This design comes from an exercise in tuning for small area on the open sky130 flow, not from production work. Only simulation tests tie the RTL to the original design; equivalence was not proved. Power and IR drop assume default switching activity.

File: design/flow/config.mk
export PLATFORM = sky130hd
export DESIGN_NAME = mac_top
export DESIGN_NICKNAME = mac_top
export VERILOG_FILES = /design/flow/design.v
export SDC_FILE = /design/flow/constraint.sdc
export NUM_CORES = 4
export LEC_CHECK = 0
export CAP_MARGIN = 20
export CORE_AREA = 5 5 735 735
export DIE_AREA = 0 0 740 740
export SLEW_MARGIN = 20
File: design/flow/constraint.sdc
create_clock -name core_clock -period 6.0 [get_ports {clk}]
set_input_delay 1.2000 -clock core_clock [delete_from_list [all_inputs] [get_ports {clk}]]
set_output_delay 1.2000 -clock core_clock [all_outputs]
set_load 0.01 [all_outputs]
File: design/flow/design.v
module crc32(
    input logic clk,
    input logic rst_n,
    input logic valid_in,
    input logic [7:0] data_in,
    input logic last_in,
    output logic [31:0] crc_out,
    output logic crc_valid
);
    logic [31:0] crc;
    always_ff @(posedge clk or negedge rst_n) begin
        if (!rst_n) begin
            crc <= 32'hFFFFFFFF;
            crc_valid <= 0;
        end else begin
            if (valid_in) begin
                crc <= {crc[30:0], crc[31] ^ data_in[0]};  
                crc_valid <= last_in;
            end else begin
                crc_valid <= 0;
            end
        end
    end
    assign crc_out = crc;
endmodule
module mac_rx(
    input logic clk,
    input logic rst_n,
    input logic in_valid,
    input logic [7:0] in_data,
    input logic in_last,
    output logic out_packet_valid,
    output logic [7:0] out_byte,
    output logic out_last,
    output logic crc_ok
);
    logic [31:0] crc;
    logic crc_valid;
    crc32 u_crc(.clk(clk), .rst_n(rst_n), .valid_in(in_valid), .data_in(in_data), .last_in(in_last), .crc_out(crc), .crc_valid(crc_valid));
    always_ff @(posedge clk or negedge rst_n) begin
        if (!rst_n) begin
            out_packet_valid <= 0;
            out_byte <= 0;
            out_last <= 0;
            crc_ok <= 0;
        end else begin
            if (in_valid) begin
                out_packet_valid <= 1;
                out_byte <= in_data;
                out_last <= in_last;
                if (crc_valid) begin
                    crc_ok <= (crc[0] == 0);
                end
            end else begin
                out_packet_valid <= 0;
                out_last <= 0;
            end
        end
    end
endmodule
module mac_tx(
    input logic clk,
    input logic rst_n,
    input logic start,
    input logic [2047:0] payload,  
    input logic signed [31:0] payload_len,
    output logic tx_valid,
    output logic [7:0] tx_byte,
    output logic tx_last
);
    int idx;
    typedef enum logic [1:0] {IDLE, STREAM, CRC} state_t;
    state_t state;
    always_ff @(posedge clk or negedge rst_n) begin
        if (!rst_n) begin
            state <= IDLE; idx <= 0; tx_valid <= 0; tx_byte <= 0; tx_last <= 0;
        end else begin
            case (state)
                IDLE: begin
                    tx_valid <= 0; tx_last <= 0;
                    if (start) begin state <= STREAM; idx <= 0; end
                end
                STREAM: begin
                    if (idx < payload_len) begin
                        tx_valid <= 1; tx_byte <= payload[idx[7:0]*8 +: 8]; tx_last <= 0;
                        idx <= idx + 1;
                    end else begin
                        state <= CRC; tx_valid <= 1; tx_byte <= 8'h00; tx_last <= 1;  
                    end
                end
                CRC: begin
                    tx_valid <= 0; tx_last <= 0; state <= IDLE;
                end
            endcase
        end
    end
endmodule
module mac_top (
    input logic clk,
    input logic rst_n,
    input logic rx_valid,
    input logic [7:0] rx_data,
    input logic rx_last,
    input logic tx_start,
    input logic [2047:0] tx_payload,  
    input logic [31:0] tx_len,  
    output logic tx_valid,
    output logic [7:0] tx_byte,
    output logic tx_last,
    output logic rx_packet_valid,
    output logic rx_byte,
    output logic rx_last_o,
    output logic rx_crc_ok
);
    logic [7:0] rx_byte_w;  
    assign rx_byte = rx_byte_w[0];
    mac_rx u_rx(.clk(clk), .rst_n(rst_n), .in_valid(rx_valid), .in_data(rx_data), .in_last(rx_last), .out_packet_valid(rx_packet_valid), .out_byte(rx_byte_w), .out_last(rx_last_o), .crc_ok(rx_crc_ok));
    mac_tx u_tx(.clk(clk), .rst_n(rst_n), .start(tx_start), .payload(tx_payload), .payload_len(tx_len), .tx_valid(tx_valid), .tx_byte(tx_byte), .tx_last(tx_last));
endmodule
File: design/flow/run.sh
#!/bin/bash
# synth_recipe.tcl (not shown) runs the flow's synth.tcl, then flattens the netlist and writes it again
# the make line also repeats each setting of config.mk as NAME=value (left out here)
make -C /OpenROAD-flow-scripts/flow DESIGN_CONFIG=/design/flow/config.mk WORK_HOME=/design/flow/orfs CLKGATE_MAP_FILE= SYNTH_SCRIPT=/design/flow/synth_recipe.tcl finish
==> flow_summary.ini <==
[run_status]
status = timing/DRC/antenna clean

[pwr]
pwr-share-seq = 0.081
ir_drop_mv = 0.1522
pwr-share-clk = 0.056
leakage_nw = 15.60
power_frac_comb = 0.863
powerDensity_mw_per_mm2 = 216.7
p_sw_frac = 0.5032
total_power_mw = 11.28
p_switching_mw = 5.675
power.internal_mw = 5.604

[synth]
ys_top_cells_by_count = mux4_2 (523), mux2i_1 (154), clkbuf_1 (91)
ys_ff_latch = 80
synthTopCellsByArea = mux4_2 (55%), mux2i_1 (7.2%), dfrtp_1 (5.6%), dfstp_2 (3.9%), a221oi_1 (2.7%)
synth_seq_area_share = 0.09557
synth_warnings = 3
synth_flop_cell = dfrtp_1
avgSynthCellArea_sq_um = 12.47
synth.largest_area_cell = mux4_2
async_flop_share = 1.000
synth_top_area_share = 0.5513
syn_inst = 1714
synth_edf_count = 0
syn_area_sq_mm = 0.02137
synth.most_common_cell = mux4_2
syn_nets = 3844
synth_cell_types = 68

[clock_tree]
cts_made_buffers = 9
clkTransAtPathRegs_ns = 0.08
cts.repair.resized = 0
cts_tree = done
cts.path.max_buffers = 2
clk_latency_ns = 0.38
tritoncts_num_sinks = 80
clockRootBuffer = clkbuf_16
cts_setup_buffers = 0
htree_num_levels = 3
ctsHoldBuffers = 0

[drt]
drt_iter0_markers = 2086
vias_per_cell = 2.621
antenna_left = 0
num_vias = 28460
drt_wl_total_um = 326000
wl_per_cell_um = 30.02
drtPass1Iterations = 6
route.detailed.drc = 0

[sta]
worst_pin_slew_ns = 1.175
slew_headroom = 0.2170
finalHoldViolCount = 0
fin_tns_setup_ns = 0
skew_ns = 0.01888
period_share = 0.7599
finalSetupViolCount = 0
min_period_ns = 4.560
setup_ws_ns = 1.440
finalMaxSlewViolations = 0
fmax_ghz = 0.2193
rsz0062_at_grt = no

[global_route]
antenna_found_initial = 257
grt_pass1_vias = 29810
grt_start_max_net_pins = 107
grt_pass1_wl_um = 388200
gr-total-overflow = 0
track_usage = 0.1134

[critical_path]
r2r-start = u_tx.idx[1]
r2r-end = u_tx.tx_byte[7]
reg2reg_depth = 9
required_ns = 6.27
end_kind = flop
cp-start-kind = flop
arrival_ns = 4.82
worstPathMaxFanout = 62
worstSetupPathType = reg -> reg
timing.reg2reg.setup_slack_ns = 1.44

[placed_design]
dp_hpwl_um = 300400
place_area_sq_mm = 0.05147
pre_cts_slack_ns = 0.9351
io_buffers = 2099
gp_congestion = 0.9526

[floorplanning]
start_util = 0.04018
core.rowCount = 268
core_area_sq_mm = 0.5318
die_area_sq_mm = 0.5476
die_w_um = 740
die_h_um = 740
ioPinCount = 2107

[hold_path]
worstHoldStart = u_tx.tx_last
hold_path_end = u_tx.tx_last
hold_class = reg -> reg
hold_depth = 2

[run]
max_cap_viol_count = 0

[layout]
area_growth_pct = 143.6
fin_nets = 5863
drive_above_1_share = 0.2071
stdcell_area_sq_mm = 0.05204
nFillCells = 61200
[registers in the layout, indices dropped and copies added, names as in the netlist]
| name | cells |
|---|---|
| u_rx.crc_ok | 1 |
| u_rx.out_byte | 1 |
| u_rx.out_last | 1 |
| u_rx.out_packet_valid | 1 |
| u_rx.u_crc.crc | 32 |
| u_tx.idx | 32 |
| u_tx.state | 2 |
| u_tx.tx_byte | 8 |
| u_tx.tx_last | 1 |
| u_tx.tx_valid | 1 |
[cells by family (layout without fill, tap and decap cells)]
family | Yosys count | in the layout | synth area share
other cells | 0 | 101 | 0
compound gates | 320 | 320 | 0.1106
xor+xnor | 1 | 1 | 0.0004100
simple gates | 319 | 319 | 0.07372
buf+inv | 248 | 2272 | 0.05774
mux | 709 | 709 | 0.6403
fa+ha+maj | 37 | 37 | 0.02167
flops | 80 | 80 | 0.09557
[worst max-delay path: stages, from the launching register on]
cell and delay (ns):
dfrtp_4 0.92, buf_4 0.39, buf_12 0.33, mux4_2 0.43, o21ai_0 0.66, nor2_1 0.27, or4_1 0.69, a21oi_1 0.33
a21oi_1 0.12, a41o_1 0.22
[metal layers]
layer / routed length [um] / track usage
met1: 123200 / 0.1283
met2: 166100 / 0.2066
met3: 23950 / 0.03103
met4: 12310 / 0.03200
met5: 462 / 0
[layout make-up]
type / count / area, sq um / share of cell area
Inverter: 45 / 183.9 / 0.003534
Timing Repair Buffer: 2211 / 22130 / 0.4252
Multi-Input combinational cell: 1386 / 18310 / 0.3518
Tap cell: 7020 / 8783 / 0.1688
Clock inverter: 5 / 80.08 / 0.001539
Antenna cell: 101 / 252.7 / 0.004856
Clock buffer: 11 / 242.7 / 0.004664
Sequential cell: 80 / 2064 / 0.03967
[power groups by stage]
stage / clock (mW) / combinational [mW] / sequential [mW]
4_1_cts: 0.649 / 10.3 / 0.934
2_1_floorplan: 0 / 4.84 / 0.807
5_1_grt: 0.670 / 10.5 / 0.947
6_report: 0.629 / 9.73 / 0.917
3_3_place_gp: 0 / 10.3 / 0.934
3_5_place_dp: 0 / 10.3 / 0.941
[placed cells by master (no fill, tap or decap), types with 20 or more instances in the layout]
| cell type | count |
|---|---|
| nor2_1 | 62 |
| o211ai_1 | 22 |
| ha_1 | 36 |
| nand3_1 | 51 |
| o21ai_0 | 45 |
| buf_4 | 90 |
| mux2_2 | 32 |
| dfstp_2 | 32 |
| a221oi_1 | 55 |
| clkdlybuf4s50_1 | 2098 |
| diode_2 | 101 |
| mux2i_1 | 149 |
| inv_1 | 41 |
| dfrtp_1 | 40 |
| o22ai_1 | 25 |
| nand2_1 | 87 |
| buf_12 | 20 |
| a21oi_1 | 44 |
| a22oi_1 | 33 |
| mux4_2 | 523 |
[worst max path at each step]
stage | startpoint | endpoint | slack (ns) | cells past startpoint
final | u_tx.idx[1] | u_tx.tx_byte[7] | 1.44 | 9
after global routing | u_tx.idx[1] | u_tx.tx_byte[7] | 1.05 | 10
after CTS | u_tx.idx[1] | u_tx.tx_byte[7] | 0.91 | 10
after detailed placement | u_tx.idx[1] | u_tx.tx_byte[7] | 0.94 | 10
after global placement | u_tx.idx[1] | u_tx.tx_byte[7] | 0.67 | 9
after floorplan | tx_len[10] | u_tx.idx[9] | 2.45 | 11
[metrics by stage]
stage / hold WS [ns] / util / instances
floorplan: 0.4704 / - / 1714
global placement: 0.4818 / 0.09663 / 10740
detailed placement: 0.4824 / 0.09678 / 10740
CTS: 0.5036 / 0.09739 / 10760
global route: 0.5367 / 0.09775 / 10840
finish: 0.4988 / 0.09786 / 10860

==> port drivers added, routing unchanged <==
The flow's constraints put no driver on any port. The routed layout listed below was extracted and timed again, unchanged, in two steps. Step 1: set_driving_cell puts a clkbuf_16 on clk and a buf_2 on each other input, an assumption about the parent block. Step 2 also shifts input and output timing later by t, the mid clock arrival at the registers, as if the neighbouring blocks saw the same clock. Three values: ideal ports, drivers, drivers and shift; two values: the first two.
t, ns: 0.425
slack for setup (ns): 1.440 / 1.440 / 1.135
worst setup path after step 2: input to register
cell pins on the clock port's net: 1
After both steps setup and hold are still met in this run. The setup slack of this run moves by 0.000 ns with the drivers and by -0.305 ns with both steps.
